Context: an optimization exercise on an open-source flow, tuned for small area. The choices shown serve that exercise and are no tape-out recipe.
Only simulation tests tie the RTL to the original design; equivalence was not proved.
Power figures rest on the tool's default switching activity, not on a simulated workload.

==> design/flow/design.v <==
module status_splitter (
    input [127:0] info_in_id0,
    input [127:0] info_in_id1,
    input [127:0] info_in_id2,
    input [127:0] info_in_id3,
    input         valid_in_id0,
    input         valid_in_id1,
    input         valid_in_id2,
    input         valid_in_id3,
    output        upstream_busy,
    output [63:0] info_type1_id0,
    output [63:0] info_type1_id1,
    output [63:0] info_type1_id2,
    output [63:0] info_type1_id3,
    output        valid_type1_id0,
    output        valid_type1_id1,
    output        valid_type1_id2,
    output        valid_type1_id3,
    output [63:0] info_type2_id0,
    output [63:0] info_type2_id1,
    output [63:0] info_type2_id2,
    output [63:0] info_type2_id3,
    output        valid_type2_id0,
    output        valid_type2_id1,
    output        valid_type2_id2,
    output        valid_type2_id3,
    input         module2_busy
);
    assign info_type1_id0 = info_in_id0[127:64];
    assign info_type2_id0 = info_in_id0[63:0];
    assign info_type1_id1 = info_in_id1[127:64];
    assign info_type2_id1 = info_in_id1[63:0];
    assign info_type1_id2 = info_in_id2[127:64];
    assign info_type2_id2 = info_in_id2[63:0];
    assign info_type1_id3 = info_in_id3[127:64];
    assign info_type2_id3 = info_in_id3[63:0];
    assign valid_type1_id0 = valid_in_id0;
    assign valid_type1_id1 = valid_in_id1;
    assign valid_type1_id2 = valid_in_id2;
    assign valid_type1_id3 = valid_in_id3;
    assign valid_type2_id0 = valid_in_id0;
    assign valid_type2_id1 = valid_in_id1;
    assign valid_type2_id2 = valid_in_id2;
    assign valid_type2_id3 = valid_in_id3;
    assign upstream_busy = module2_busy;
endmodule
module status_detect_module1 (
    input                  info_valid_id0,
    input                  info_valid_id1,
    input                  info_valid_id2,
    input                  info_valid_id3,
    input [63:0] sub_board_info_type1_id0,
    input [63:0] sub_board_info_type1_id1,
    input [63:0] sub_board_info_type1_id2,
    input [63:0] sub_board_info_type1_id3,
    output reg   [31:0]    out_free_mem_id0,
    output reg   [31:0]    out_pending_tasks_id0,
    output reg             out_info1_valid_id0,
    output reg   [31:0]    out_free_mem_id1,
    output reg   [31:0]    out_pending_tasks_id1,
    output reg             out_info1_valid_id1,
    output reg   [31:0]    out_free_mem_id2,
    output reg   [31:0]    out_pending_tasks_id2,
    output reg             out_info1_valid_id2,
    output reg   [31:0]    out_free_mem_id3,
    output reg   [31:0]    out_pending_tasks_id3,
    output reg             out_info1_valid_id3,
    input                  clk,
    input                  rst_n
);
always @(posedge clk) begin
    {out_free_mem_id0, out_pending_tasks_id0} <= sub_board_info_type1_id0;
    {out_free_mem_id1, out_pending_tasks_id1} <= sub_board_info_type1_id1;
    {out_free_mem_id2, out_pending_tasks_id2} <= sub_board_info_type1_id2;
    {out_free_mem_id3, out_pending_tasks_id3} <= sub_board_info_type1_id3;
end
always @(posedge clk or negedge rst_n) begin
    if (!rst_n) begin
        out_info1_valid_id0 <= 1'b0;
        out_info1_valid_id1 <= 1'b0;
        out_info1_valid_id2 <= 1'b0;
        out_info1_valid_id3 <= 1'b0;
    end else begin
        out_info1_valid_id0 <= info_valid_id0;
        out_info1_valid_id1 <= info_valid_id1;
        out_info1_valid_id2 <= info_valid_id2;
        out_info1_valid_id3 <= info_valid_id3;
    end
end
endmodule
module status_channel #(
    parameter        FIRST      = 1'b0,
    parameter [31:0] DATA_BASE  = 32'hC000_0000,
    parameter [31:0] COUNT_BASE = 32'hC100_0000
) (
    input               clk,
    input               rst_n,
    input               info_valid,
    input      [63:0]   info,
    input               clear_counter,
    input               threshold_sent,
    input               fresh,
    input               wr1_done,
    input               wr2_done,
    output              wr1_start,
    output     [31:0]   wr1_addr,
    output reg [63:0]   wr1_data,
    output              wr2_start,
    output     [31:0]   wr2_addr,
    output     [31:0]   wr2_data,
    output     [8:0]    count,
    output              inc,
    output              busy
);
    reg        s2, s1, x;
    reg [28:0] ptr;
    wire idle   = !s2 && !s1 && !x;
    wire update = s1 && x;
    always @(posedge clk or negedge rst_n) begin
        if (!rst_n) begin
            s2 <= 1'b0; s1 <= 1'b0; x <= 1'b0;
        end else begin
            s1 <= (idle && !clear_counter && info_valid && !threshold_sent) || (s1 && !x);
            x  <= (idle && clear_counter) || (s1 && !x && wr1_done) || update || (s2 && x && !wr2_done);
            s2 <= (idle && clear_counter) || ((s2 || (!s1 && x)) && !wr2_done);
        end
    end
    wire        count_zero = (ptr[8:0] == 9'd0);
    wire [9:0]  carry_lo;
    wire [20:0] carry_up;
    assign carry_lo[0] = update;
    assign carry_up[0] = !s2 && !s1 && x && count_zero;
    genvar i;
    generate
        for (i = 0; i < 9; i = i + 1) begin : g_carry_lo
            assign carry_lo[i+1] = carry_lo[i] & ptr[i];
        end
        for (i = 0; i < 20; i = i + 1) begin : g_carry_up
            assign carry_up[i+1] = carry_up[i] & ptr[i+9];
        end
    endgenerate
    always @(posedge clk)
        ptr <= (fresh || (idle && clear_counter)) ? DATA_BASE[31:3] : ptr ^ {carry_up[19:0], carry_lo[8:0]};
    always @(posedge clk)
        if (!s1) wr1_data <= info;
    assign wr1_start = FIRST ? (s1 && !x) : s1;
    assign wr1_addr  = {ptr, 3'b000};
    assign wr2_start = s2;
    assign wr2_addr  = COUNT_BASE;
    assign wr2_data  = {22'd0, s2 && !x && count_zero, ptr[8:0]};
    assign count     = ptr[8:0];
    assign inc       = s1 && !x && wr1_done;
    assign busy      = s2 || s1 || x;
endmodule
module status_detect_module2 (
    input [63:0] sub_board_info_type2_id0,
    input [63:0] sub_board_info_type2_id1,
    input [63:0] sub_board_info_type2_id2,
    input [63:0] sub_board_info_type2_id3,
    input        info_valid_id0,
    input        info_valid_id1,
    input        info_valid_id2,
    input        info_valid_id3,
    input        clear_counter,
    output       busy,
    output       threshold_reached,
    output              ctrl1_wr_start_id0,
    output     [31:0]   ctrl1_wr_addr_id0,
    output     [63:0]   ctrl1_wr_data_id0,
    input               ctrl1_wr_done_id0,
    output              ctrl1_wr_start_id1,
    output     [31:0]   ctrl1_wr_addr_id1,
    output     [63:0]   ctrl1_wr_data_id1,
    input               ctrl1_wr_done_id1,
    output              ctrl1_wr_start_id2,
    output     [31:0]   ctrl1_wr_addr_id2,
    output     [63:0]   ctrl1_wr_data_id2,
    input               ctrl1_wr_done_id2,
    output              ctrl1_wr_start_id3,
    output     [31:0]   ctrl1_wr_addr_id3,
    output     [63:0]   ctrl1_wr_data_id3,
    input               ctrl1_wr_done_id3,
    output              ctrl2_wr_start_id0,
    output     [31:0]   ctrl2_wr_addr_id0,
    output     [31:0]   ctrl2_wr_data_id0,
    input               ctrl2_wr_done_id0,
    output              ctrl2_wr_start_id1,
    output     [31:0]   ctrl2_wr_addr_id1,
    output     [31:0]   ctrl2_wr_data_id1,
    input               ctrl2_wr_done_id1,
    output              ctrl2_wr_start_id2,
    output     [31:0]   ctrl2_wr_addr_id2,
    output     [31:0]   ctrl2_wr_data_id2,
    input               ctrl2_wr_done_id2,
    output              ctrl2_wr_start_id3,
    output     [31:0]   ctrl2_wr_addr_id3,
    output     [31:0]   ctrl2_wr_data_id3,
    input               ctrl2_wr_done_id3,
    input               clk,
    input               rst_n
);
    reg threshold_sent;
    assign threshold_reached = threshold_sent;
    reg fresh;
    wire [8:0] count_id0, count_id1, count_id2, count_id3;
    wire       inc_id0, inc_id1, inc_id2, inc_id3;
    wire       busy_id0, busy_id1, busy_id2, busy_id3;
    status_channel #(.FIRST(1'b1), .DATA_BASE(32'hC000_0000), .COUNT_BASE(32'hC100_0000)) ch0 (
        .clk(clk), .rst_n(rst_n),
        .info_valid(info_valid_id0), .info(sub_board_info_type2_id0),
        .clear_counter(clear_counter), .threshold_sent(threshold_sent), .fresh(fresh),
        .wr1_done(ctrl1_wr_done_id0), .wr2_done(ctrl2_wr_done_id0),
        .wr1_start(ctrl1_wr_start_id0), .wr1_addr(ctrl1_wr_addr_id0), .wr1_data(ctrl1_wr_data_id0),
        .wr2_start(ctrl2_wr_start_id0), .wr2_addr(ctrl2_wr_addr_id0), .wr2_data(ctrl2_wr_data_id0),
        .count(count_id0), .inc(inc_id0), .busy(busy_id0)
    );
    status_channel #(.FIRST(1'b0), .DATA_BASE(32'hC001_0000), .COUNT_BASE(32'hC101_0000)) ch1 (
        .clk(clk), .rst_n(rst_n),
        .info_valid(info_valid_id1), .info(sub_board_info_type2_id1),
        .clear_counter(clear_counter), .threshold_sent(threshold_sent), .fresh(fresh),
        .wr1_done(ctrl1_wr_done_id1), .wr2_done(ctrl2_wr_done_id1),
        .wr1_start(ctrl1_wr_start_id1), .wr1_addr(ctrl1_wr_addr_id1), .wr1_data(ctrl1_wr_data_id1),
        .wr2_start(ctrl2_wr_start_id1), .wr2_addr(ctrl2_wr_addr_id1), .wr2_data(ctrl2_wr_data_id1),
        .count(count_id1), .inc(inc_id1), .busy(busy_id1)
    );
    status_channel #(.FIRST(1'b0), .DATA_BASE(32'hC002_0000), .COUNT_BASE(32'hC102_0000)) ch2 (
        .clk(clk), .rst_n(rst_n),
        .info_valid(info_valid_id2), .info(sub_board_info_type2_id2),
        .clear_counter(clear_counter), .threshold_sent(threshold_sent), .fresh(fresh),
        .wr1_done(ctrl1_wr_done_id2), .wr2_done(ctrl2_wr_done_id2),
        .wr1_start(ctrl1_wr_start_id2), .wr1_addr(ctrl1_wr_addr_id2), .wr1_data(ctrl1_wr_data_id2),
        .wr2_start(ctrl2_wr_start_id2), .wr2_addr(ctrl2_wr_addr_id2), .wr2_data(ctrl2_wr_data_id2),
        .count(count_id2), .inc(inc_id2), .busy(busy_id2)
    );
    status_channel #(.FIRST(1'b0), .DATA_BASE(32'hC003_0000), .COUNT_BASE(32'hC103_0000)) ch3 (
        .clk(clk), .rst_n(rst_n),
        .info_valid(info_valid_id3), .info(sub_board_info_type2_id3),
        .clear_counter(clear_counter), .threshold_sent(threshold_sent), .fresh(fresh),
        .wr1_done(ctrl1_wr_done_id3), .wr2_done(ctrl2_wr_done_id3),
        .wr1_start(ctrl1_wr_start_id3), .wr1_addr(ctrl1_wr_addr_id3), .wr1_data(ctrl1_wr_data_id3),
        .wr2_start(ctrl2_wr_start_id3), .wr2_addr(ctrl2_wr_addr_id3), .wr2_data(ctrl2_wr_data_id3),
        .count(count_id3), .inc(inc_id3), .busy(busy_id3)
    );
    assign busy = busy_id0 || busy_id1 || busy_id2 || busy_id3;
    wire [8:0] pair_a = count_id0[7:0] + count_id1[7:0] + inc_id0;
    wire [8:0] pair_b = count_id2[7:0] + count_id3[7:0] + inc_id1;
    wire [9:0] low_sum = pair_a + pair_b + inc_id2 + inc_id3;
    wire sum_reached = count_id0[8] | count_id1[8] | count_id2[8] | count_id3[8] | low_sum[9] | low_sum[8];
    always @(posedge clk or negedge rst_n) begin
        if (!rst_n)
            fresh <= 1'b1;
        else
            fresh <= 1'b0;
    end
    always @(posedge clk or negedge rst_n) begin
        if (!rst_n)
            threshold_sent <= 1'b0;
        else if (clear_counter || fresh)
            threshold_sent <= 1'b0;
        else if (sum_reached)
            threshold_sent <= 1'b1;
    end
endmodule
module status_top (
    input  [127:0]      info_in_id0,
    input  [127:0]      info_in_id1,
    input  [127:0]      info_in_id2,
    input  [127:0]      info_in_id3,
    input               valid_in_id0,
    input               valid_in_id1,
    input               valid_in_id2,
    input               valid_in_id3,
    input               clear_counter,
    output [31:0]       out_free_mem_id0,
    output [31:0]       out_pending_tasks_id0,
    output              out_info1_valid_id0,
    output [31:0]       out_free_mem_id1,
    output [31:0]       out_pending_tasks_id1,
    output              out_info1_valid_id1,
    output [31:0]       out_free_mem_id2,
    output [31:0]       out_pending_tasks_id2,
    output              out_info1_valid_id2,
    output [31:0]       out_free_mem_id3,
    output [31:0]       out_pending_tasks_id3,
    output              out_info1_valid_id3,
    output              upstream_busy,
    output              threshold_reached,             
    output              ctrl1_wr_start_id0,
    output [31:0]       ctrl1_wr_addr_id0,
    output [63:0]       ctrl1_wr_data_id0,
    input               ctrl1_wr_done_id0,
    output              ctrl1_wr_start_id1,
    output [31:0]       ctrl1_wr_addr_id1,
    output [63:0]       ctrl1_wr_data_id1,
    input               ctrl1_wr_done_id1,
    output              ctrl1_wr_start_id2,
    output [31:0]       ctrl1_wr_addr_id2,
    output [63:0]       ctrl1_wr_data_id2,
    input               ctrl1_wr_done_id2,
    output              ctrl1_wr_start_id3,
    output [31:0]       ctrl1_wr_addr_id3,
    output [63:0]       ctrl1_wr_data_id3,
    input               ctrl1_wr_done_id3,
    output              ctrl2_wr_start_id0,
    output [31:0]       ctrl2_wr_addr_id0,
    output [31:0]       ctrl2_wr_data_id0,
    input               ctrl2_wr_done_id0,
    output              ctrl2_wr_start_id1,
    output [31:0]       ctrl2_wr_addr_id1,
    output [31:0]       ctrl2_wr_data_id1,
    input               ctrl2_wr_done_id1,
    output              ctrl2_wr_start_id2,
    output [31:0]       ctrl2_wr_addr_id2,
    output [31:0]       ctrl2_wr_data_id2,
    input               ctrl2_wr_done_id2,
    output              ctrl2_wr_start_id3,
    output [31:0]       ctrl2_wr_addr_id3,
    output [31:0]       ctrl2_wr_data_id3,
    input               ctrl2_wr_done_id3,
    input               clk,
    input               rst_n
);
    wire [63:0] info_type1_id0;
    wire [63:0] info_type1_id1;
    wire [63:0] info_type1_id2;
    wire [63:0] info_type1_id3;
    wire [63:0] info_type2_id0;
    wire [63:0] info_type2_id1;
    wire [63:0] info_type2_id2;
    wire [63:0] info_type2_id3;
    wire        valid_type1_id0;
    wire        valid_type1_id1;
    wire        valid_type1_id2;
    wire        valid_type1_id3;
    wire        valid_type2_id0;
    wire        valid_type2_id1;
    wire        valid_type2_id2;
    wire        valid_type2_id3;
    wire        module2_busy;
    status_splitter splitter_inst (
        .info_in_id0(info_in_id0),
        .info_in_id1(info_in_id1),
        .info_in_id2(info_in_id2),
        .info_in_id3(info_in_id3),
        .valid_in_id0(valid_in_id0),
        .valid_in_id1(valid_in_id1),
        .valid_in_id2(valid_in_id2),
        .valid_in_id3(valid_in_id3),
        .upstream_busy(upstream_busy),
        .info_type1_id0(info_type1_id0),
        .info_type1_id1(info_type1_id1),
        .info_type1_id2(info_type1_id2),
        .info_type1_id3(info_type1_id3),
        .valid_type1_id0(valid_type1_id0),
        .valid_type1_id1(valid_type1_id1),
        .valid_type1_id2(valid_type1_id2),
        .valid_type1_id3(valid_type1_id3),
        .info_type2_id0(info_type2_id0),
        .info_type2_id1(info_type2_id1),
        .info_type2_id2(info_type2_id2),
        .info_type2_id3(info_type2_id3),
        .valid_type2_id0(valid_type2_id0),
        .valid_type2_id1(valid_type2_id1),
        .valid_type2_id2(valid_type2_id2),
        .valid_type2_id3(valid_type2_id3),
        .module2_busy(module2_busy)
    );
    status_detect_module1 module1_inst (
        .info_valid_id0(valid_type1_id0),
        .info_valid_id1(valid_type1_id1),
        .info_valid_id2(valid_type1_id2),
        .info_valid_id3(valid_type1_id3),
        .sub_board_info_type1_id0(info_type1_id0),
        .sub_board_info_type1_id1(info_type1_id1),
        .sub_board_info_type1_id2(info_type1_id2),
        .sub_board_info_type1_id3(info_type1_id3),
        .out_free_mem_id0(out_free_mem_id0),
        .out_pending_tasks_id0(out_pending_tasks_id0),
        .out_info1_valid_id0(out_info1_valid_id0),
        .out_free_mem_id1(out_free_mem_id1),
        .out_pending_tasks_id1(out_pending_tasks_id1),
        .out_info1_valid_id1(out_info1_valid_id1),
        .out_free_mem_id2(out_free_mem_id2),
        .out_pending_tasks_id2(out_pending_tasks_id2),
        .out_info1_valid_id2(out_info1_valid_id2),
        .out_free_mem_id3(out_free_mem_id3),
        .out_pending_tasks_id3(out_pending_tasks_id3),
        .out_info1_valid_id3(out_info1_valid_id3),
        .clk(clk),
        .rst_n(rst_n)
    );
    status_detect_module2 module2_inst (
        .sub_board_info_type2_id0(info_type2_id0),
        .sub_board_info_type2_id1(info_type2_id1),
        .sub_board_info_type2_id2(info_type2_id2),
        .sub_board_info_type2_id3(info_type2_id3),
        .info_valid_id0(valid_type2_id0),
        .info_valid_id1(valid_type2_id1),
        .info_valid_id2(valid_type2_id2),
        .info_valid_id3(valid_type2_id3),
        .clear_counter(clear_counter),
        .busy(module2_busy),
        .threshold_reached(threshold_reached),
        .ctrl1_wr_start_id0(ctrl1_wr_start_id0), .ctrl1_wr_addr_id0(ctrl1_wr_addr_id0), .ctrl1_wr_data_id0(ctrl1_wr_data_id0), .ctrl1_wr_done_id0(ctrl1_wr_done_id0),
        .ctrl1_wr_start_id1(ctrl1_wr_start_id1), .ctrl1_wr_addr_id1(ctrl1_wr_addr_id1), .ctrl1_wr_data_id1(ctrl1_wr_data_id1), .ctrl1_wr_done_id1(ctrl1_wr_done_id1),
        .ctrl1_wr_start_id2(ctrl1_wr_start_id2), .ctrl1_wr_addr_id2(ctrl1_wr_addr_id2), .ctrl1_wr_data_id2(ctrl1_wr_data_id2), .ctrl1_wr_done_id2(ctrl1_wr_done_id2),
        .ctrl1_wr_start_id3(ctrl1_wr_start_id3), .ctrl1_wr_addr_id3(ctrl1_wr_addr_id3), .ctrl1_wr_data_id3(ctrl1_wr_data_id3), .ctrl1_wr_done_id3(ctrl1_wr_done_id3),
        .ctrl2_wr_start_id0(ctrl2_wr_start_id0), .ctrl2_wr_addr_id0(ctrl2_wr_addr_id0), .ctrl2_wr_data_id0(ctrl2_wr_data_id0), .ctrl2_wr_done_id0(ctrl2_wr_done_id0),
        .ctrl2_wr_start_id1(ctrl2_wr_start_id1), .ctrl2_wr_addr_id1(ctrl2_wr_addr_id1), .ctrl2_wr_data_id1(ctrl2_wr_data_id1), .ctrl2_wr_done_id1(ctrl2_wr_done_id1),
        .ctrl2_wr_start_id2(ctrl2_wr_start_id2), .ctrl2_wr_addr_id2(ctrl2_wr_addr_id2), .ctrl2_wr_data_id2(ctrl2_wr_data_id2), .ctrl2_wr_done_id2(ctrl2_wr_done_id2),
        .ctrl2_wr_start_id3(ctrl2_wr_start_id3), .ctrl2_wr_addr_id3(ctrl2_wr_addr_id3), .ctrl2_wr_data_id3(ctrl2_wr_data_id3), .ctrl2_wr_done_id3(ctrl2_wr_done_id3),
        .clk(clk),
        .rst_n(rst_n)
    );
endmodule
==> design/flow/flow/run.sh <==
#!/bin/bash
# Standard layout, with smaller port buffers, a leaner clock tree and tie
# cells shared between neighbouring constant outputs.
export FLOW_FLOW_DIR=$(pwd)/flow
export BUFFER_PORTS_ARGS="-buffer_cell sky130_fd_sc_hd__buf_1"
export CTS_ARGS="-sink_clustering_enable -repair_clock_nets -dont_use_dummy_load -root_buf sky130_fd_sc_hd__clkbuf_16 -buf_list sky130_fd_sc_hd__clkbuf_8 -sink_clustering_size 16 -sink_clustering_max_diameter 60"
export POST_GLOBAL_PLACE_TCL=$FLOW_FLOW_DIR/post_gpl.tcl
bash standard.sh > standard.log 2>&1
==> design/flow/flow/merge_ties.tcl <==
# Share tie cells between constant output ports that lie close together on
# the die's edge: each tie cell then drives a few nearby ports (its HI and
# LO pins both used) instead of one port each.
proc merge_ties { max_span max_ports } {
  set block [ord::get_db_block]
  set ports {}
  foreach inst [$block getInsts] {
    if { [[$inst getMaster] getName] ne "sky130_fd_sc_hd__conb_1" } { continue }
    foreach it [$inst getITerms] {
      set net [$it getNet]
      if { $net eq "NULL" } { continue }
      set mt [$it getMTerm]
      if { [$mt getSigType] ne "SIGNAL" } { continue }
      set pin [$mt getName]
      # only nets that are a tie pin and output ports
      if { [llength [$net getITerms]] != 1 } { continue }
      foreach bt [$net getBTerms] {
        set bb [$bt getBBox]
        set x [expr {([$bb xMin] + [$bb xMax]) / 2}]
        set y [expr {([$bb yMin] + [$bb yMax]) / 2}]
        lappend ports [list $bt $pin $inst $net $x $y]
      }
    }
  }
  set die [$block getDieArea]
  set W [$die xMax]
  set H [$die yMax]
  # position along the perimeter
  set keyed {}
  foreach p $ports {
    lassign $p bt pin inst net x y
    set d [list $x [expr {$H - $y}] [expr {$W - $x}] $y]
    set side [lsearch $d [tcl::mathfunc::min {*}$d]]
    switch $side {
      0 { set t [expr {$y}] }
      1 { set t [expr {$H + $x}] }
      2 { set t [expr {$H + $W + ($H - $y)}] }
      3 { set t [expr {2 * $H + $W + ($W - $x)}] }
    }
    lappend keyed [list $t {*}$p]
  }
  set keyed [lsort -real -index 0 $keyed]
  set span [expr {int($max_span * [$block getDbUnitsPerMicron])}]
  set clusters {}
  set cur {}
  set t0 0
  foreach k $keyed {
    set t [lindex $k 0]
    if { [llength $cur] > 0 && ($t - $t0 > $span || [llength $cur] >= $max_ports) } {
      lappend clusters $cur
      set cur {}
    }
    if { [llength $cur] == 0 } { set t0 $t }
    lappend cur $k
  }
  if { [llength $cur] > 0 } { lappend clusters $cur }
  set removed 0
  foreach c $clusters {
    set keeper [lindex $c 0 3]
    set knet(HI) ""
    set knet(LO) ""
    foreach it [$keeper getITerms] {
      set n [$it getNet]
      if { $n ne "NULL" } { set knet([[$it getMTerm] getName]) $n }
    }
    foreach k $c {
      lassign $k t bt pin inst net x y
      if { $inst eq $keeper } { continue }
      if { $knet($pin) eq "" } {
        # give the keeper's unused pin this member's net
        $bt disconnect
        [$keeper findITerm $pin] connect $net
        $bt connect $net
        [$inst findITerm $pin] disconnect
        set knet($pin) $net
      } else {
        $bt disconnect
        $bt connect $knet($pin)
        [$inst findITerm $pin] disconnect
        if { [llength [$net getITerms]] == 0 && [llength [$net getBTerms]] == 0 } {
          odb::dbNet_destroy $net
        }
      }
      set used 0
      foreach it [$inst getITerms] {
        if { [[$it getMTerm] getSigType] eq "SIGNAL" && [$it getNet] ne "NULL" } { set used 1 }
      }
      if { !$used } {
        odb::dbInst_destroy $inst
        incr removed
      }
    }
  }
  puts "merge_ties: [llength $ports] tie-driven ports in [llength $clusters] groups, removed $removed tie cells"
}
==> design/flow/flow/post_gpl.tcl <==
source $::env(FLOW_FLOW_DIR)/merge_ties.tcl
merge_ties 30 6
==> design/flow/standard.sh <==
#!/bin/bash
# synth_recipe.tcl (not shown) runs the flow's synth.tcl, then flattens the netlist and writes it again
# the make line also repeats each setting of config.mk as NAME=value (left out here)
make -C /OpenROAD-flow-scripts/flow DESIGN_CONFIG=/design/flow/config.mk WORK_HOME=/design/flow/orfs CLKGATE_MAP_FILE= SYNTH_SCRIPT=/design/flow/synth_recipe.tcl "${@:-finish}"
==> design/flow/config.mk <==
export PLATFORM = sky130hd
export DESIGN_NAME = status_top
export DESIGN_NICKNAME = status_top
export VERILOG_FILES = /design/flow/design.v
export SDC_FILE = /design/flow/constraint.sdc
export NUM_CORES = 4
export LEC_CHECK = 0
export CAP_MARGIN = 20
export CORE_AREA = 150 150 350 350
export DIE_AREA = 0 0 500 500
export SLEW_MARGIN = 20
==> design/flow/constraint.sdc <==
create_clock -name core_clock -period 5.0 [get_ports {clk}]
set_input_delay 1.0000 -clock core_clock [delete_from_list [all_inputs] [get_ports {clk}]]
set_output_delay 1.0000 -clock core_clock [all_outputs]
set_load 0.01 [all_outputs]
==> results of run 1 <==
## layout by cell type, fill, tap and decap left out, drive strengths merged, types with 6 or more instances in the layout
master | Yosys | final
a21oi | 8 | 8
a31oi | 6 | 6
and2 | 105 | 105
buf | 267 | 1249
clkbuf | 12 | 48
conb | 2 | 46
dfrtp | 17 | 17
dfxtp | 372 | 372
diode | 0 | 153
edfxtp | 256 | 256
fa | 17 | 17
ha | 124 | 124
inv | 14 | 14
nand2 | 14 | 14
nand2b | 7 | 7
nand3 | 6 | 6
nor2 | 19 | 19
nor3 | 14 | 14
nor4 | 7 | 7
xnor2 | 6 | 6
## cells in the mapped netlist, drive strengths merged, types with 2 or more instances
library cell	n	area (um2)
a21o	2	15.0
edfxtp	256	7690
and2	105	657
o21ai	4	20.0
conb	2	7.51
o22ai	4	25.0
nand3b	3	22.5
or3	4	25.0
buf	267	2010
ha	124	1550
nor4b	2	17.5
xor2	3	26.3
xnor2	6	52.6
a21oi	8	40.0
fa	17	340
nor3	14	70.1
dfrtp	17	425
nand2b	7	51.3
clkbuf	12	46.3
inv	14	52.6
nand2	14	52.6
nor4	7	43.8
nand3	6	30.0
a31oi	6	37.5
dfxtp	372	7450
nor2	19	71.3
## per-layer routing
metal | part of all wire | wire length [um] | GRT usage | vias up
met2 | 0.49 | 166000 | 0.382 | 1974
li1 | - | - | - | 6416
met1 | 0.22 | 75800 | 0.136 | 8130
met5 | 0.0086 | 2920 | 0 | -
met4 | 0.037 | 12600 | 0.0855 | 438
met3 | 0.24 | 82000 | 0.291 | 1008
## worst max-delay path: stages (launching register included)
cell and delay [ns]:
dfrtp_1 0.45, nor2_1 0.10, nand2_1 0.08, nor2_1 0.05, ha_1 0.18, ha_1 0.18, ha_1 0.17, ha_1 0.18
ha_1 0.18, ha_1 0.18, ha_1 0.18, ha_1 0.18, ha_1 0.18, ha_1 0.18, ha_1 0.18, ha_1 0.18
ha_1 0.17, ha_1 0.17, ha_1 0.18, ha_1 0.18, ha_1 0.18, ha_1 0.17, ha_1 0.26, or3_1 0.33
## final timing paths
path                                          start                               end  slack (ns)  cells past startpoint
setup / recovery                module2_inst.ch1.s2          module2_inst.ch1.ptr[27]        0.39                     23
hold / removal                                rst_n                module2_inst.ch2.x        0.41                      1
setup reg to reg                module2_inst.ch1.s2          module2_inst.ch1.ptr[27]        0.39                     23
hold reg to reg            module2_inst.ch1.ptr[28]          module2_inst.ch1.ptr[28]        0.51                      2
max in group asynchronous                     rst_n  module1_inst.out_info1_valid_id1        4.17                      1
min in group core_clock    module2_inst.ch1.ptr[28]          module2_inst.ch1.ptr[28]        0.51                      2
## cell type report
| cell class | count | share of cell area |
|---|---|---|
| tap | 518 | 0.0253 |
| multi-input combinational | 412 | 0.133 |
| clock buffer | 47 | 0.0274 |
| timing repair buffer | 1250 | 0.189 |
| inverter | 14 | 0.00205 |
| sequential | 646 | 0.608 |
| antenna | 153 | 0.0149 |
## flip-flops by register name, summed over array words and instances, names as in the netlist, 29 cells and up
register                            cells
module1_inst.out_pending_tasks_id2     32
module2_inst.ch0.ptr                   29
module1_inst.out_free_mem_id0          32
module2_inst.ch3.wr1_data              64
module1_inst.out_free_mem_id3          32
module2_inst.ch2.wr1_data              64
module1_inst.out_free_mem_id2          32
module2_inst.ch1.ptr                   29
module1_inst.out_free_mem_id1          32
module1_inst.out_pending_tasks_id0     32
module2_inst.ch1.wr1_data              64
module1_inst.out_pending_tasks_id1     32
module2_inst.ch0.wr1_data              64
module1_inst.out_pending_tasks_id3     32
module2_inst.ch3.ptr                   29
module2_inst.ch2.ptr                   29
## cells by family (layout without fill, tap and decap cells)
logic type                 count (synthesis)  in the layout  share of synthesized area
AOI/OAI and AO/OA                         27             27                    0.00771
xor gates and xnor gates                   9              9                    0.00377
adders and majority gates                141            141                     0.0904
buffers and inverters                    293           1311                      0.101
DFF                                      646            646                      0.745
other                                      2            199                   0.000359
and+or+nand+nor                          189            189                     0.0527
## through the flow
step	util	cell area [um2]	setup slack, ns	total power [mW]	hold slack (ns)
finish	0.657	25600	0.390	13.1	0.413
global route	0.655	25500	0.0994	13.7	0.410
CTS	0.647	25300	0.377	13.4	0.403
detailed placement	0.629	24500	0.420	11.0	0.486
global placement	0.647	25200	0.503	10.9	0.474
floorplan	-	21800	0.531	8.06	0.489
## power groups by stage
stage	clock [mW]	combinational, mW	sequential [mW]
floorplan	0	0.789	7.27
global placement	0	4.11	6.81
detailed placement	0	4.10	6.85
CTS	2.55	4.11	6.74
global route	2.77	4.11	6.81
finish	2.51	3.83	6.75
==> impl_metrics.env, run 1 <==
export IMPL_slew_headroom=0.305
export IMPL_cts_resized_gates=0
export IMPL_final_layout_size_suffix_gt1_frac=0.0418
export IMPL_p_int_mw=7.96
export IMPL_status="timing/DRC/antenna clean"
export IMPL_dp_hpwl_mm=325
export IMPL_dieArea_um2=250000
export IMPL_yosys_warnings=6
export IMPL_critical_path_required_ns=5.44
export IMPL_synth_area_um2=20900
export IMPL_arrival_ns=5.05
export IMPL_seqPwrFrac=0.515
export IMPL_end_kind="flop"
export IMPL_fillers=3238
export IMPL_swShare=0.391
export IMPL_finClkSkew_ns=0.0448
export IMPL_switchingPower_mw=5.12
export IMPL_synth_ff_type="dfxtp_1"
export IMPL_p_leak_nw=10.3
export IMPL_power_density_nw_per_um2=510
export IMPL_grt_max_degree=66
export IMPL_finalWirelength_mm=339
export IMPL_clkPwrFrac=0.192
export IMPL_regArea_um2=15600
export IMPL_setup_tns_ns=0
export IMPL_drv_slew=0
export IMPL_syn_to_final_growth_pct=22.5
export IMPL_postCtsSetupRepairBufs=0
export IMPL_critPathLaunchType="flop"
export IMPL_synthCells=1307
export IMPL_drt_iter0_drc=2075
export IMPL_synth_area_per_cell_um2=16.0
export IMPL_fmaxAchievable_mhz=217
export IMPL_clockRootBuffer="clkbuf_16"
export IMPL_ys_ff_latch=646
export IMPL_core_um2=39000
export IMPL_io_buffers=1208
export IMPL_clk_latency_ns=0.58
export IMPL_gr_total_overflow=0
export IMPL_clk_path_buf_depth=3
export IMPL_rsz0062_at_grt="no"
export IMPL_wl_per_cell_um=112
export IMPL_crit_path_max_fanout=6
export IMPL_hold_buffers=0
export IMPL_post_route_period_util=0.922
export IMPL_drc_errors=0
export IMPL_cts_tree="built"
export IMPL_num_nets_final=3053
export IMPL_final_cells=3040
export IMPL_path_clk_slew_ns=0.10
export IMPL_start_util=0.537
export IMPL_grt_pass1_wl_mm=373
export IMPL_fp_row_count=72
export IMPL_io_pins=1437
export IMPL_finalSetupViolCount=0
export IMPL_grt_use_total=0.226
export IMPL_antenna_left=0
export IMPL_postSynth_asyncResetShare=0.0279
export IMPL_die_x_um=500
export IMPL_min_period_ns=4.61
export IMPL_crit_type="flop to flop"
export IMPL_combPwrFrac=0.293
export IMPL_maxCapViolCount=0
export IMPL_hold_viol_final=0
export IMPL_routed_via_density=5.91
export IMPL_vdd_drop_max_mv=0.363
export IMPL_multiInputGateArea_um2=3410
export IMPL_grt_pass1_vias=15400
export IMPL_cts_buffers=47
export IMPL_htreeDepth=2
export IMPL_tightestPinTransition_ns=1.05
export IMPL_cts_sinks=646
export IMPL_dieHeight_um=500
export IMPL_synth_cell_type_count=42
export IMPL_ys_seq_area_frac=0.745
export IMPL_antenna_found_initial=489
export IMPL_synth_edff_count=256
export IMPL_dp_cells=2840
export IMPL_drt_pass1_iterations=5
export IMPL_holdCritPathClass="input port to asynchronous set/reset pin"
export IMPL_dr_total_vias=18000
==> run 2: changes to the inputs <==
--- a/design/flow/flow/run.sh
+++ b/design/flow/flow/run.sh
@@ -5,4 +5,5 @@
 export BUFFER_PORTS_ARGS="-buffer_cell sky130_fd_sc_hd__buf_1"
 export CTS_ARGS="-sink_clustering_enable -repair_clock_nets -dont_use_dummy_load -root_buf sky130_fd_sc_hd__clkbuf_16 -buf_list sky130_fd_sc_hd__clkbuf_8 -sink_clustering_size 16 -sink_clustering_max_diameter 60"
 export POST_GLOBAL_PLACE_TCL=$FLOW_FLOW_DIR/post_gpl.tcl
+export GPL_KEEP_OVERFLOW=0
 bash standard.sh > standard.log 2>&1
==> impl_metrics.env, run 2 <==
export IMPL_finalWirelength_mm=341
export IMPL_min_period_ns=4.74
export IMPL_cts_buffers=47
export IMPL_grt_pass1_vias=15200
export IMPL_status="finished with violations"
export IMPL_dieArea_um2=250000
export IMPL_p_leak_nw=10.1
export IMPL_fillers=3234
export IMPL_postSynth_asyncResetShare=0.0279
export IMPL_yosys_area_top_type="edfxtp_1"
export IMPL_final_cells=2973
export IMPL_mostFrequentLayoutCells="1207 x buf_1, 372 x dfxtp_1, 256 x edfxtp_1"
export IMPL_clockRootBuffer="clkbuf_16"
export IMPL_finClkSkew_ns=0.0473
export IMPL_p_total_mw=13.2
export IMPL_critPathLaunchType="flop"
export IMPL_seqPwrFrac=0.514
export IMPL_r2r_start="module2_inst.ch1.ptr[5]"
export IMPL_critPathBufInv=0
export IMPL_combPwrFrac=0.294
export IMPL_synth_cell_type_count=42
export IMPL_hold_viol_final=0
export IMPL_yosys_warnings=6
export IMPL_r2r_end="module2_inst.ch1.ptr[27]"
export IMPL_drt_pass1_iterations=6
export IMPL_multiInputGateArea_um2=3420
export IMPL_ys_ff_latch=646
export IMPL_hold_slack_ns=0.399
export IMPL_num_nets_final=3017
export IMPL_synth_ff_type="dfxtp_1"
export IMPL_grt_pass1_wl_mm=375
export IMPL_slowest_delay_ns=0.49
export IMPL_power_density_nw_per_um2=518
export IMPL_final_layout_size_suffix_gt1_frac=0.0283
export IMPL_clk_path_buf_depth=3
export IMPL_worst_path_max_delay_cell="dfxtp_1"
export IMPL_crit_path_max_fanout=5
export IMPL_drv_slew=0
export IMPL_holdCritPathClass="input port to asynchronous set/reset pin"
export IMPL_antenna_found_initial=505
export IMPL_post_route_period_util=0.948
export IMPL_start_util=0.537
export IMPL_layout_commonest_cell="buf_1"
export IMPL_die_x_um=500
export IMPL_setup_tns_ns=0
export IMPL_path_cells="nor4_1 -> nand3_1 -> nor2_1 -> ha_1 -> ha_1 -> ha_1 -> ha_1 -> ha_1 -> ha_1 -> ha_1 -> ha_1 -> ha_1 -> ha_1 -> ha_1 -> ha_1 -> ha_1 -> ha_1 -> ha_1 -> ha_1 -> ha_1 -> ha_1 -> ha_1 -> or3_1"
export IMPL_critical_path_required_ns=5.45
export IMPL_fmaxAchievable_mhz=211
export IMPL_cts_tree="built"
export IMPL_arrival_ns=5.19
export IMPL_layout_failed_checks="antenna rules"
export IMPL_switchingPower_mw=5.17
export IMPL_dp_hpwl_mm=328
export IMPL_io_pins=1437
export IMPL_synth_area_um2=20900
export IMPL_dp_cells=2804
export IMPL_antenna_left=1
export IMPL_postCtsSetupRepairBufs=0
export IMPL_synth_most_common_cell="dfxtp_1"
export IMPL_critPathTopFamily="adder cells"
export IMPL_slew_headroom=0.349
export IMPL_tightestPinTransition_ns=0.981
export IMPL_drc_errors=0
export IMPL_end_kind="flop"
export IMPL_dieHeight_um=500
export IMPL_yosys_top_cells_count="372 x dfxtp_1, 265 x buf_4, 256 x edfxtp_1"
export IMPL_grt_use_total=0.227
export IMPL_htreeDepth=2
export IMPL_synth_area_per_cell_um2=16.0
export IMPL_dr_total_vias=17900
export IMPL_grt_max_degree=63
export IMPL_ys_seq_area_frac=0.745
export IMPL_hold_buffers=0
export IMPL_rsz0062_at_grt="no"
export IMPL_cts_resized_gates=0
export IMPL_wl_per_cell_um=115
export IMPL_regArea_um2=15600
export IMPL_cts_sinks=646
export IMPL_path_clk_slew_ns=0.10
export IMPL_rr_worst_depth=23
export IMPL_io_buffers=1208
export IMPL_final_core_util=0.651
export IMPL_synth_area_leaders="edfxtp_1 37%, dfxtp_1 36%, buf_4 9.5%, ha_1 7.4%, and2_1 3.1%"
export IMPL_syn_to_final_growth_pct=21.3
export IMPL_core_um2=39000
export IMPL_r2r_setup_slack_ns=0.26
export IMPL_maxCapViolCount=0
export IMPL_crit_type="flop to flop"
export IMPL_drt_iter0_drc=2117
export IMPL_clkPwrFrac=0.192
export IMPL_crit_path_frequent_cell="ha_1"
export IMPL_fp_row_count=72
export IMPL_finalSetupViolCount=0
export IMPL_synth_edff_count=256
export IMPL_vdd_drop_max_mv=0.335
export IMPL_routed_via_density=6.01
export IMPL_gr_total_overflow=0
export IMPL_yosysTopAreaCellShare=0.367
export IMPL_crit_start="module2_inst.ch1.ptr[5]"
export IMPL_synthCells=1307
export IMPL_clk_latency_ns=0.57
export IMPL_swShare=0.393
export IMPL_p_int_mw=7.99
## run 2: kinds of logic (layout without fill, tap and decap cells)
| kind of cell | Yosys count | count (layout) | share of synthesized area |
|---|---|---|---|
| AND/OR/NAND/NOR | 189 | 189 | 0.0527 |
| XOR/XNOR | 9 | 9 | 0.00377 |
| AO/OA/AOI/OAI | 27 | 27 | 0.00771 |
| adder cells (fa/ha/maj) | 141 | 141 | 0.0904 |
| other | 2 | 168 | 0.000359 |
| buffers and inverters | 293 | 1275 | 0.101 |
| flip-flops | 646 | 646 | 0.745 |
## run 2: layout make-up
cell class                      instances  share of cell area
Clock buffer                           47              0.0277
Multi-Input combinational cell        412               0.135
Antenna cell                          122              0.0120
Timing Repair Buffer                 1214               0.184
Tap cell                              518              0.0255
Sequential cell                       646               0.614
Inverter                               14             0.00246
## run 2: worst register-to-register path: stages, from the launching register on
cell     delay, ns
dfxtp_1       0.49
nor4_1        0.11
nand3_1       0.14
nor2_1        0.07
ha_1          0.18
ha_1          0.19
ha_1          0.19
ha_1          0.19
ha_1          0.18
ha_1          0.18
ha_1          0.17
ha_1          0.18
ha_1          0.17
ha_1          0.17
ha_1          0.18
ha_1          0.18
ha_1          0.18
ha_1          0.17
ha_1          0.18
ha_1          0.18
ha_1          0.18
ha_1          0.18
ha_1          0.26
or3_1         0.33
## run 2: power groups by stage
stage                     combinational (mW)  clock (mW)  sequential, mW
after global placement                  4.04           0            6.90
after CTS                               4.15        2.56            6.76
final                                   3.87        2.53            6.77
after global routing                    4.12        2.78            6.84
after floorplan                        0.789           0            7.27
after detailed placement                4.15           0            6.88
## run 2: worst max-delay path by stage
stage	end	slack, ns	cells past startpoint
2_1_floorplan	module2_inst.ch0.ptr[27]	0.53	23
3_3_place_gp	module2_inst.ch0.ptr[27]	0.37	23
3_5_place_dp	module2_inst.ch1.ptr[27]	0.26	23
4_1_cts	module2_inst.ch1.ptr[27]	0.24	23
5_1_grt	module2_inst.ch1.ptr[27]	0.01	23
6_report	module2_inst.ch1.ptr[27]	0.26	23
## run 2: metrics by stage
stage               cell area (um2)  worst slack [ns]
floorplan                     21800             0.531
global placement              24900             0.373
detailed placement            24400             0.259
CTS                           25100             0.241
global route                  25300            0.0127
finish                        25400             0.259
## run 2: per-layer routing
layer,share of wire,global-route usage
met1,0.23,0.147
met2,0.49,0.396
met4,0.033,0.0619
met5,0.0097,0
met3,0.23,0.273
==> run 3: changes to the inputs <==
--- a/design/flow/flow/run.sh
+++ b/design/flow/flow/run.sh
@@ -5,5 +5,5 @@
 export BUFFER_PORTS_ARGS="-buffer_cell sky130_fd_sc_hd__buf_1"
 export CTS_ARGS="-sink_clustering_enable -repair_clock_nets -dont_use_dummy_load -root_buf sky130_fd_sc_hd__clkbuf_16 -buf_list sky130_fd_sc_hd__clkbuf_8 -sink_clustering_size 16 -sink_clustering_max_diameter 60"
 export POST_GLOBAL_PLACE_TCL=$FLOW_FLOW_DIR/post_gpl.tcl
-export GPL_KEEP_OVERFLOW=0
+export REMOVE_ABC_BUFFERS=1
 bash standard.sh > standard.log 2>&1
--- a/design/flow/config.mk
+++ b/design/flow/config.mk
@@ -8,4 +8,5 @@
 export CAP_MARGIN = 20
 export CORE_AREA = 150 150 350 350
 export DIE_AREA = 0 0 500 500
+export GPL_TIMING_DRIVEN = 0
 export SLEW_MARGIN = 20
==> impl_metrics.env, run 3 <==
export IMPL_synth_most_common_cell="dfxtp_1"
export IMPL_critPathTopFamily="adder cells"
export IMPL_r2r_end="module2_inst.ch1.ptr[27]"
export IMPL_io_buffers=1208
export IMPL_grt_max_degree=65
export IMPL_synth_edff_count=256
export IMPL_postSynth_asyncResetShare=0.0279
export IMPL_crit_path_frequent_cell="ha_1"
export IMPL_finalWirelength_mm=335
export IMPL_grt_use_total=0.223
export IMPL_dp_hpwl_mm=321
export IMPL_fmaxAchievable_mhz=208
export IMPL_regArea_um2=15600
export IMPL_crit_type="flop to flop"
export IMPL_swShare=0.385
export IMPL_seqPwrFrac=0.519
export IMPL_synth_area_per_cell_um2=16.0
export IMPL_grt_pass1_vias=14900
export IMPL_path_cells="nor4_1 -> nand3_1 -> nor2_1 -> ha_1 -> ha_1 -> ha_1 -> ha_1 -> ha_1 -> ha_1 -> ha_1 -> ha_1 -> ha_1 -> ha_1 -> ha_1 -> ha_1 -> ha_1 -> ha_1 -> ha_1 -> ha_1 -> ha_1 -> ha_1 -> ha_1 -> or3_1"
export IMPL_hold_viol_final=0
export IMPL_critical_path_required_ns=5.42
export IMPL_antenna_found_initial=502
export IMPL_fillers=3131
export IMPL_post_route_period_util=0.959
export IMPL_drt_iter0_drc=1850
export IMPL_power_density_nw_per_um2=512
export IMPL_multiInputGateArea_um2=3420
export IMPL_slowest_delay_ns=0.53
export IMPL_synth_area_leaders="edfxtp_1 37%, dfxtp_1 36%, buf_4 9.5%, ha_1 7.4%, and2_1 3.1%"
export IMPL_arrival_ns=5.22
export IMPL_htreeDepth=2
export IMPL_yosys_top_cells_count="372 x dfxtp_1, 265 x buf_4, 256 x edfxtp_1"
export IMPL_r2r_start="module2_inst.ch1.ptr[5]"
export IMPL_fp_row_count=72
export IMPL_p_total_mw=13.1
export IMPL_min_period_ns=4.80
export IMPL_path_clk_slew_ns=0.10
export IMPL_holdCritPathClass="input port to asynchronous set/reset pin"
export IMPL_yosys_area_top_type="edfxtp_1"
export IMPL_synthCells=1307
export IMPL_finalSetupViolCount=0
export IMPL_clockRootBuffer="clkbuf_16"
export IMPL_postCtsSetupRepairBufs=0
export IMPL_ys_seq_area_frac=0.745
export IMPL_worst_path_max_delay_cell="dfxtp_1"
export IMPL_end_kind="flop"
export IMPL_start_util=0.537
export IMPL_critPathLaunchType="flop"
export IMPL_layout_commonest_cell="buf_1"
export IMPL_core_um2=39000
export IMPL_die_x_um=500
export IMPL_setup_tns_ns=0
export IMPL_p_leak_nw=10.2
export IMPL_grt_pass1_wl_mm=366
export IMPL_dieHeight_um=500
export IMPL_clk_path_buf_depth=3
export IMPL_drt_pass1_iterations=6
export IMPL_status="timing/DRC/antenna clean"
export IMPL_io_pins=1437
export IMPL_slew_headroom=0.252
export IMPL_cts_sinks=646
export IMPL_antenna_left=0
export IMPL_final_cells=3009
export IMPL_synth_ff_type="dfxtp_1"
export IMPL_rr_worst_depth=23
export IMPL_clkPwrFrac=0.196
export IMPL_critPathBufInv=0
export IMPL_num_nets_final=3020
export IMPL_vdd_drop_max_mv=0.342
export IMPL_cts_buffers=49
export IMPL_rsz0062_at_grt="no"
export IMPL_dr_total_vias=17500
export IMPL_combPwrFrac=0.285
export IMPL_synth_cell_type_count=42
export IMPL_yosysTopAreaCellShare=0.367
export IMPL_gr_total_overflow=0
export IMPL_maxCapViolCount=0
export IMPL_dp_cells=2804
export IMPL_cts_tree="built"
export IMPL_clk_latency_ns=0.57
export IMPL_crit_path_max_fanout=5
export IMPL_yosys_warnings=6
export IMPL_r2r_setup_slack_ns=0.20
export IMPL_p_int_mw=8.03
export IMPL_final_layout_size_suffix_gt1_frac=0.0347
export IMPL_wl_per_cell_um=111
export IMPL_finClkSkew_ns=0.0592
export IMPL_switchingPower_mw=5.03
export IMPL_drc_errors=0
export IMPL_dieArea_um2=250000
export IMPL_syn_to_final_growth_pct=22.0
export IMPL_mostFrequentLayoutCells="1207 x buf_1, 359 x dfxtp_1, 256 x edfxtp_1"
export IMPL_routed_via_density=5.81
export IMPL_tightestPinTransition_ns=1.13
export IMPL_drv_slew=0
export IMPL_synth_area_um2=20900
export IMPL_ys_ff_latch=646
-- run 3: power groups by stage --
stage	logic, mW	registers (mW)	clock network (mW)
floorplan	0.599	7.29	0
global placement	3.88	6.93	0
detailed placement	4.00	6.89	0
CTS	4.01	6.78	2.61
global route	4.00	6.85	2.82
finish	3.72	6.78	2.56
-- run 3: through the flow --
step | cell area [um2] | setup slack, ns | hold slack (ns) | util
2_1_floorplan | 19700 | 0.468 | 0.489 | -
6_report | 25500 | 0.203 | 0.409 | 0.655
5_1_grt | 25400 | 0.00311 | 0.403 | 0.651
3_3_place_gp | 24900 | 0.112 | 0.471 | 0.639
3_5_place_dp | 24400 | 0.0522 | 0.467 | 0.625
4_1_cts | 25100 | 0.00846 | 0.484 | 0.644
-- run 3: worst register-to-register path: stages (launching register included) --
cell and delay, ns:
dfxtp_1 0.53, nor4_1 0.09, nand3_1 0.16, nor2_1 0.08, ha_1 0.18, ha_1 0.18
ha_1 0.18, ha_1 0.18, ha_1 0.18, ha_1 0.18, ha_1 0.18, ha_1 0.18
ha_1 0.18, ha_1 0.18, ha_1 0.18, ha_1 0.18, ha_1 0.18, ha_1 0.19
ha_1 0.19, ha_1 0.18, ha_1 0.18, ha_1 0.18, ha_1 0.26, or3_1 0.34
-- run 3: cell type report --
| class | count | share of cell area |
|---|---|---|
| multi-input combinational | 412 | 0.134 |
| timing repair buffer | 1214 | 0.183 |
| antenna | 156 | 0.0153 |
| inverter | 14 | 0.00245 |
| clock buffer | 49 | 0.0286 |
| sequential | 646 | 0.611 |
| tap | 518 | 0.0254 |
-- run 3: logic make-up (layout without fill, tap and decap cells) --
family,count (synthesis),in the layout,share of synthesized area
AOI/OAI and AO/OA,27,27,0.00771
xor gates and xnor gates,9,9,0.00377
adders and majority gates,141,141,0.0904
buffers and inverters,293,1277,0.101
DFF,646,646,0.745
other,2,202,0.000359
and+or+nand+nor,189,189,0.0527
-- run 3: what timing repair did --
| action | in CTS | in global routing |
|---|---|---|
| hold buffers | 0 | 0 |
| resized for setup | 0 | 16 |
| endpoints found under the setup margin | 0 | 3 |
-- run 3: worst max-delay path by stage --
stage	start	endpoint	slack, ns	depth (start not counted)
3_5_place_dp	module2_inst.ch0.ptr[6]	module2_inst.ch0.ptr[27]	0.05	23
4_1_cts	module2_inst.ch0.ptr[6]	module2_inst.ch0.ptr[27]	0.008	23
6_report	module2_inst.ch1.ptr[5]	module2_inst.ch1.ptr[27]	0.20	23
3_3_place_gp	module2_inst.ch0.ptr[6]	module2_inst.ch0.ptr[27]	0.11	23
5_1_grt	module2_inst.ch1.s1	module2_inst.ch1.ptr[27]	0.003	23
2_1_floorplan	module2_inst.ch0.ptr[7]	module2_inst.ch0.ptr[27]	0.47	23
-- run 3: per-layer routing --
| layer | GRT usage | part of all wire |
|---|---|---|
| met1 | 0.133 | 0.21 |
| met2 | 0.398 | 0.50 |
| met3 | 0.276 | 0.24 |
| met4 | 0.0589 | 0.036 |
| met5 | 0 | 0.0087 |
==> run 4: changes to the inputs <==
--- a/design/flow/config.mk
+++ b/design/flow/config.mk
@@ -6,7 +6,7 @@
 export NUM_CORES = 4
 export LEC_CHECK = 0
 export CAP_MARGIN = 20
-export CORE_AREA = 150 150 350 350
+export CORE_AREA = 140 140 360 360
 export DIE_AREA = 0 0 500 500
 export GPL_TIMING_DRIVEN = 0
 export SLEW_MARGIN = 20
==> impl_metrics.env, run 4 <==
export IMPL_status="timing/DRC/antenna clean"
export IMPL_postPlaceCellArea_um2=24500
export IMPL_postSynth_asyncResetShare=0.0279
export IMPL_clkPwrFrac=0.202
export IMPL_clk_latency_ns=0.59
export IMPL_critPathLaunchType="flop"
export IMPL_switchingPower_mw=4.93
export IMPL_postCtsSetupRepairBufs=0
export IMPL_synth_cell_type_count=42
export IMPL_io_pins=1437
export IMPL_yosys_warnings=6
export IMPL_finalWirelength_mm=316
export IMPL_grt_use_total=0.211
export IMPL_combPwrFrac=0.277
export IMPL_drt_iter0_drc=2373
export IMPL_vdd_drop_max_mv=0.341
export IMPL_final_layout_size_suffix_gt1_frac=0.0381
export IMPL_grt_max_degree=65
export IMPL_slew_headroom=0.288
export IMPL_clk_path_buf_depth=3
export IMPL_yosysTopAreaCellShare=0.367
export IMPL_tightestPinTransition_ns=1.07
export IMPL_synth_area_leaders="edfxtp_1 37%, dfxtp_1 36%, buf_4 9.5%, ha_1 7.4%, and2_1 3.1%"
export IMPL_antenna_found_initial=510
export IMPL_die_x_um=500
export IMPL_layout_commonest_cell="buf_1"
export IMPL_stdcell_area_um2=25700
export IMPL_synth_ff_type="dfxtp_1"
export IMPL_cts_sinks=646
export IMPL_hold_slack_ns=0.424
export IMPL_dieHeight_um=500
export IMPL_critical_path_required_ns=5.42
export IMPL_power_density_nw_per_um2=506
export IMPL_syn_to_final_growth_pct=22.6
export IMPL_setup_tns_ns=0
export IMPL_swShare=0.380
export IMPL_routed_via_density=5.53
export IMPL_drv_slew=0
export IMPL_ys_seq_area_frac=0.745
export IMPL_synth_edff_count=256
export IMPL_cts_tree="built"
export IMPL_synth_most_common_cell="dfxtp_1"
export IMPL_grt_pass1_vias=14700
export IMPL_start_util=0.438
export IMPL_min_period_ns=4.73
export IMPL_synth_area_um2=20900
export IMPL_dr_total_vias=17200
export IMPL_core_um2=47700
export IMPL_antenna_left=0
export IMPL_crit_path_max_fanout=5
export IMPL_holdCritPathClass="input port to asynchronous set/reset pin"
export IMPL_p_int_mw=8.06
export IMPL_synthCells=1307
export IMPL_io_buffers=1208
export IMPL_htreeDepth=2
export IMPL_fp_row_count=80
export IMPL_ys_ff_latch=646
export IMPL_wl_per_cell_um=102
export IMPL_finalSetupViolCount=0
export IMPL_num_nets_final=3018
export IMPL_path_clk_slew_ns=0.09
export IMPL_dieArea_um2=250000
export IMPL_cts_buffers=51
export IMPL_yosys_area_top_type="edfxtp_1"
export IMPL_post_route_period_util=0.946
export IMPL_end_kind="flop"
export IMPL_yosys_top_cells_count="372 x dfxtp_1, 265 x buf_4, 256 x edfxtp_1"
export IMPL_grt_pass1_wl_mm=347
export IMPL_seqPwrFrac=0.521
export IMPL_p_leak_nw=10.2
export IMPL_finClkSkew_ns=0.0693
export IMPL_arrival_ns=5.15
export IMPL_drc_errors=0
export IMPL_synth_area_per_cell_um2=16.0
export IMPL_clockRootBuffer="clkbuf_16"
export IMPL_maxCapViolCount=0
export IMPL_fmaxAchievable_mhz=211
export IMPL_rsz0062_at_grt="no"
export IMPL_gr_total_overflow=0
export IMPL_mostFrequentLayoutCells="1207 x buf_1, 354 x dfxtp_1, 256 x edfxtp_1"
export IMPL_hold_viol_final=0
export IMPL_crit_type="flop to flop"
export IMPL_dp_hpwl_mm=302
export IMPL_drt_pass1_iterations=7
run 4: cell types whose count changed in the layout (fill, tap and decap cells not counted), sizes merged:
| cell | previous run | this run |
|---|---|---|
| clkbuf | 50 | 51 |
| conb | 46 | 44 |
| buf | 1213 | 1214 |
| diode | 156 | 152 |
run 4: critical path: stages (launching register included):
cell	delay, ns
dfxtp_2	0.44
nor3_1	0.08
nand3_1	0.12
nor4_1	0.08
ha_1	0.19
ha_1	0.19
ha_1	0.18
ha_1	0.18
ha_1	0.18
ha_1	0.18
ha_1	0.18
ha_1	0.18
ha_1	0.18
ha_1	0.17
ha_1	0.18
ha_1	0.18
ha_1	0.18
ha_1	0.18
ha_1	0.18
ha_1	0.19
ha_1	0.18
ha_1	0.19
ha_1	0.26
or3_1	0.33
run 4: worst paths after layout:
kind	from	end	slack, ns	depth (start not counted)
max	module2_inst.ch0.ptr[0]	module2_inst.ch0.ptr[27]	0.27	23
min	rst_n	module2_inst.ch2.x	0.42	1
max reg2reg	module2_inst.ch0.ptr[0]	module2_inst.ch0.ptr[27]	0.27	23
max in group asynchronous	rst_n	module2_inst.fresh	4.14	1
min in group core_clock	module2_inst.ch2.ptr[28]	module2_inst.ch2.ptr[28]	0.49	2
min reg2reg	module2_inst.ch2.ptr[28]	module2_inst.ch2.ptr[28]	0.49	2
run 4: area by class of cell:
type                            count  area (um2)
Antenna cell                      152         380
Clock buffer                       51         758
Fill cell                        4294       22100
Inverter                           14        62.6
Multi-Input combinational cell    410        3410
Sequential cell                   646       15600
Tap cell                          615         769
Timing Repair Buffer             1214        4660
run 4: repair_timing:
action	4_1_cts	5_1_grt
hold buffers	0	0
gates resized for setup	0	22
endpoints found under the hold margin	0	0
setup endpoints to repair	0	4
run 4: logic make-up (layout without fill, tap and decap cells):
group | after synthesis | in the layout | synth area share
AOI/OAI and AO/OA | 27 | 27 | 0.00771
xor gates and xnor gates | 9 | 9 | 0.00377
buffers and inverters | 293 | 1279 | 0.101
DFF | 646 | 646 | 0.745
adders and majority gates | 141 | 141 | 0.0904
and+or+nand+nor | 189 | 189 | 0.0527
other | 2 | 196 | 0.000359
run 4: power groups by stage:
stage               Combinational, mW  Sequential (mW)  Clock, mW
finish                           3.60             6.77       2.62
global route                     3.92             6.86       2.86
CTS                              3.91             6.77       2.69
detailed placement               3.91             6.88          0
global placement                 3.80             6.92          0
floorplan                       0.599             7.29          0
run 4: metal layers:
layer / routed length (um) / global-route usage / vias to the layer above
li1: - / - / 6343
met1: 74900 / 0.142 / 7638
met2: 158000 / 0.376 / 1832
met3: 69900 / 0.236 / 913
met4: 9730 / 0.0519 / 428
met5: 2870 / 0 / -
run 4: stage by stage:
stage	setup slack (ns)	instances	util	total power, mW
2_1_floorplan	0.468	1255	-	7.89
3_3_place_gp	0.100	3078	0.524	10.7
3_5_place_dp	0.0884	2899	0.513	10.8
4_1_cts	0.0230	2950	0.529	13.4
5_1_grt	0.00999	3034	0.534	13.6
6_report	0.268	3102	0.537	13.0
==> run 5: changes to the inputs <==
==> design/flow/flow/run.sh (replaced) <==
#!/bin/bash
# Standard layout, with smaller port buffers, a leaner clock tree and tie
# cells shared between neighbouring constant outputs.
export FLOW_FLOW_DIR=$(pwd)/flow
export BUFFER_PORTS_ARGS="-buffer_cell sky130_fd_sc_hd__buf_1"
export CTS_ARGS="-sink_clustering_enable -repair_clock_nets -dont_use_dummy_load -buf_list sky130_fd_sc_hd__clkbuf_16 -sink_clustering_size 30 -sink_clustering_max_diameter 80"
export POST_GLOBAL_PLACE_TCL=$FLOW_FLOW_DIR/post_gpl.tcl
export REMOVE_ABC_BUFFERS=1
bash standard.sh > standard.log 2>&1
--- a/design/flow/config.mk
+++ b/design/flow/config.mk
@@ -6,7 +6,7 @@
 export NUM_CORES = 4
 export LEC_CHECK = 0
 export CAP_MARGIN = 20
-export CORE_AREA = 140 140 360 360
+export CORE_AREA = 150 150 350 350
 export DIE_AREA = 0 0 500 500
 export GPL_TIMING_DRIVEN = 0
 export SLEW_MARGIN = 20
==> impl_metrics.env, run 5 <==
export IMPL_clk_latency_ns=0.63
export IMPL_grt_max_degree=65
export IMPL_drc_errors=0
export IMPL_yosysTopAreaCellShare=0.367
export IMPL_slowest_delay_ns=0.51
export IMPL_switchingPower_mw=4.98
export IMPL_place_ws_ns=0.0522
export IMPL_seqPwrFrac=0.519
export IMPL_clk_path_buf_depth=3
export IMPL_start_util=0.537
export IMPL_dieArea_um2=250000
export IMPL_synth_mux_area_frac=0
export IMPL_io_pins=1437
export IMPL_io_buffers=1208
export IMPL_synthXorXnorAreaFrac=0.00377
export IMPL_core_um2=39000
export IMPL_synth_compound_area_frac=0.00771
export IMPL_path_cells="nor2_1 -> nand3_1 -> nor2_1 -> ha_1 -> ha_1 -> ha_1 -> ha_1 -> ha_1 -> ha_1 -> ha_1 -> ha_1 -> ha_1 -> ha_1 -> ha_1 -> ha_1 -> ha_1 -> ha_1 -> ha_1 -> ha_1 -> ha_1 -> ha_1 -> ha_1 -> or3_1"
export IMPL_antenna_left=0
export IMPL_critical_path_required_ns=5.43
export IMPL_dieHeight_um=500
export IMPL_r2r_start="module2_inst.ch1.ptr[7]"
export IMPL_fmaxAchievable_mhz=210
export IMPL_fillers=3175
export IMPL_cts_buffers=29
export IMPL_p_leak_nw=10.1
export IMPL_yosys_area_top_type="edfxtp_1"
export IMPL_clockRootBuffer="clkbuf_16"
export IMPL_stdcell_area_um2=25500
export IMPL_die_x_um=500
export IMPL_synth_ff_type="dfxtp_1"
export IMPL_synth_most_common_cell="dfxtp_1"
export IMPL_synthAdderAreaFrac=0.0904
export IMPL_worst_path_stages=23
export IMPL_crit_end="module2_inst.ch1.ptr[27]"
export IMPL_cts_sinks=646
export IMPL_p_int_mw=8.09
export IMPL_tightestPinTransition_ns=1.08
export IMPL_end_kind="flop"
export IMPL_synth_area_per_cell_um2=16.0
export IMPL_r2r_setup_slack_ns=0.24
export IMPL_mostFrequentLayoutCells="1207 x buf_1, 357 x dfxtp_1, 256 x edfxtp_1"
export IMPL_dp_hpwl_mm=321
export IMPL_finClkSkew_ns=0.0809
export IMPL_setup_tns_ns=0
export IMPL_cts_tree="built"
export IMPL_r2r_end="module2_inst.ch1.ptr[27]"
export IMPL_critPathBufInv=0
export IMPL_drt_pass1_iterations=5
export IMPL_arrival_ns=5.20
export IMPL_grt_use_total=0.222
export IMPL_synth_edff_count=256
export IMPL_dr_total_vias=17400
export IMPL_postSynth_asyncResetShare=0.0279
export IMPL_routed_via_density=5.84
export IMPL_layout_commonest_cell="buf_1"
export IMPL_slew_headroom=0.282
export IMPL_fin_ws_ns=0.236
export IMPL_rsz0062_at_grt="no"
export IMPL_yosys_top_cells_count="372 x dfxtp_1, 265 x buf_4, 256 x edfxtp_1"
export IMPL_finalSetupViolCount=0
export IMPL_syn_to_final_growth_pct=21.9
export IMPL_combPwrFrac=0.285
export IMPL_clkPwrFrac=0.196
export IMPL_rr_worst_depth=23
export IMPL_hold_viol_final=0
export IMPL_synthCells=1307
export IMPL_grt_pass1_vias=14700
export IMPL_holdCritPathClass="input port to asynchronous set/reset pin"
export IMPL_synth_simple_area_share=0.0527
export IMPL_drt_iter0_drc=2032
export IMPL_critPathTopFamily="adder cells"
export IMPL_crit_path_max_fanout=5
export IMPL_status="timing/DRC/antenna clean"
export IMPL_num_nets_final=3000
export IMPL_wl_per_cell_um=112
export IMPL_crit_start="module2_inst.ch1.ptr[7]"
export IMPL_postCtsSetupRepairBufs=0
export IMPL_final_layout_size_suffix_gt1_frac=0.0276
export IMPL_ys_seq_area_frac=0.745
export IMPL_gr_total_overflow=0
export IMPL_htreeDepth=1
export IMPL_path_clk_slew_ns=0.11
export IMPL_antenna_found_initial=507
export IMPL_power_density_nw_per_um2=512
export IMPL_synth_area_leaders="edfxtp_1 37%, dfxtp_1 36%, buf_4 9.5%, ha_1 7.4%, and2_1 3.1%"
export IMPL_post_route_period_util=0.953
export IMPL_min_period_ns=4.76
export IMPL_crit_path_frequent_cell="ha_1"
export IMPL_maxCapViolCount=0
export IMPL_crit_type="flop to flop"
export IMPL_drv_slew=0
export IMPL_synth_area_um2=20900
export IMPL_postPlaceCellArea_um2=24400
export IMPL_worst_path_max_delay_cell="dfxtp_1"
export IMPL_fp_row_count=72
export IMPL_grt_pass1_wl_mm=366
export IMPL_swShare=0.381
export IMPL_final_core_util=0.654
export IMPL_synth_cell_type_count=42
export IMPL_finalWirelength_mm=334
export IMPL_critPathLaunchType="flop"
export IMPL_synth_top_family_by_area="buffers and inverters"
export IMPL_ys_ff_latch=646
export IMPL_vdd_drop_max_mv=0.386
export IMPL_yosys_warnings=6
run 5: cell type report:
cell class	instances	area, um2	share of cell area
diodes	149	373	0.0146
clock buffers	29	726	0.0284
inverters	14	62.6	0.00245
multi-input cells	412	3420	0.134
flip-flops and latches	646	15600	0.612
well taps	518	648	0.0254
repair buffers	1214	4670	0.183
run 5: cell families after synthesis:
family	after synthesis
xor gates and xnor gates	9
and+or+nand+nor	189
buffers and inverters	293
AOI/OAI and AO/OA	27
other	2
DFF	646
adders and majority gates	141
run 5: routing by layer:
layer | share of wire | track usage
met5 | 0.0097 | 0.00282
met4 | 0.034 | 0.0617
met3 | 0.23 | 0.274
met2 | 0.51 | 0.395
met1 | 0.22 | 0.133
run 5: per-stage QoR:
step	power [mW]	std cells	hold WS (ns)
finish	13.1	2982	0.349
global route	13.7	2927	0.351
CTS	13.4	2833	0.427
detailed placement	10.9	2804	0.467
global placement	10.8	2981	0.471
floorplan	7.89	1255	0.489
run 5: repair_timing:
| action | in CTS | in global routing |
|---|---|---|
| resized for setup | 0 | 18 |
| hold buffers | 0 | 0 |
| setup endpoints to repair | 0 | 3 |
run 5: how the worst min path moves through the flow:
stage | start | to
CTS | info_in_id0[97] | module1_inst.out_free_mem_id0[1]
floorplan | module2_inst.ch0.x | module2_inst.ch0.s1
global route | rst_n | module2_inst.ch3.s2
detailed placement | module2_inst.ch3.ptr[28] | module2_inst.ch3.ptr[28]
finish | rst_n | module2_inst.ch3.s2
global placement | module2_inst.ch2.ptr[28] | module2_inst.ch2.ptr[28]
run 5: power groups by stage:
stage | registers [mW] | clock network, mW | logic, mW
2_1_floorplan | 7.29 | 0 | 0.599
3_3_place_gp | 6.93 | 0 | 3.88
3_5_place_dp | 6.89 | 0 | 4.00
4_1_cts | 6.78 | 2.61 | 4.01
5_1_grt | 6.85 | 2.81 | 4.00
6_report | 6.78 | 2.56 | 3.72

-- port drivers added, routing unchanged --
How much do the figures lean on ideal ports? The routed layouts below were timed once more, with nothing changed but the port constraints. Step 1: set_driving_cell puts a clkbuf_16 on clk and a buf_2 on each other input, an assumption about the parent block. Step 2, shift: input delay + t, output delay - t, t = (earliest + latest rising clock arrival at the registers) / 2. This alone moves slack from input paths to output paths. a / b / c = ideal ports / drivers / drivers and shift; a / b = the first two.
run | t, ns | slack for setup (ns) | hold WS [ns] | worst setup path at the end | worst register clock-pin slew, ns
run 1 | 0.624 | 0.390 / 0.390 / 0.390 | 0.413 / 0.505 / 0.505 | register to register | 0.11 / 0.11
run 2 | 0.632 | 0.259 / 0.259 / 0.259 | 0.399 / 0.502 / 0.502 | register to register | 0.10 / 0.10
run 3 | 0.617 | 0.203 / 0.203 / 0.203 | 0.409 / 0.504 / 0.504 | register to register | 0.10 / 0.10
run 4 | 0.624 | 0.268 / 0.268 / 0.268 | 0.424 / 0.495 / 0.495 | register to register | 0.10 / 0.10
run 5 | 0.661 | 0.236 / 0.236 / 0.236 | 0.349 / 0.489 / 0.500 | register to register | 0.12 / 0.12
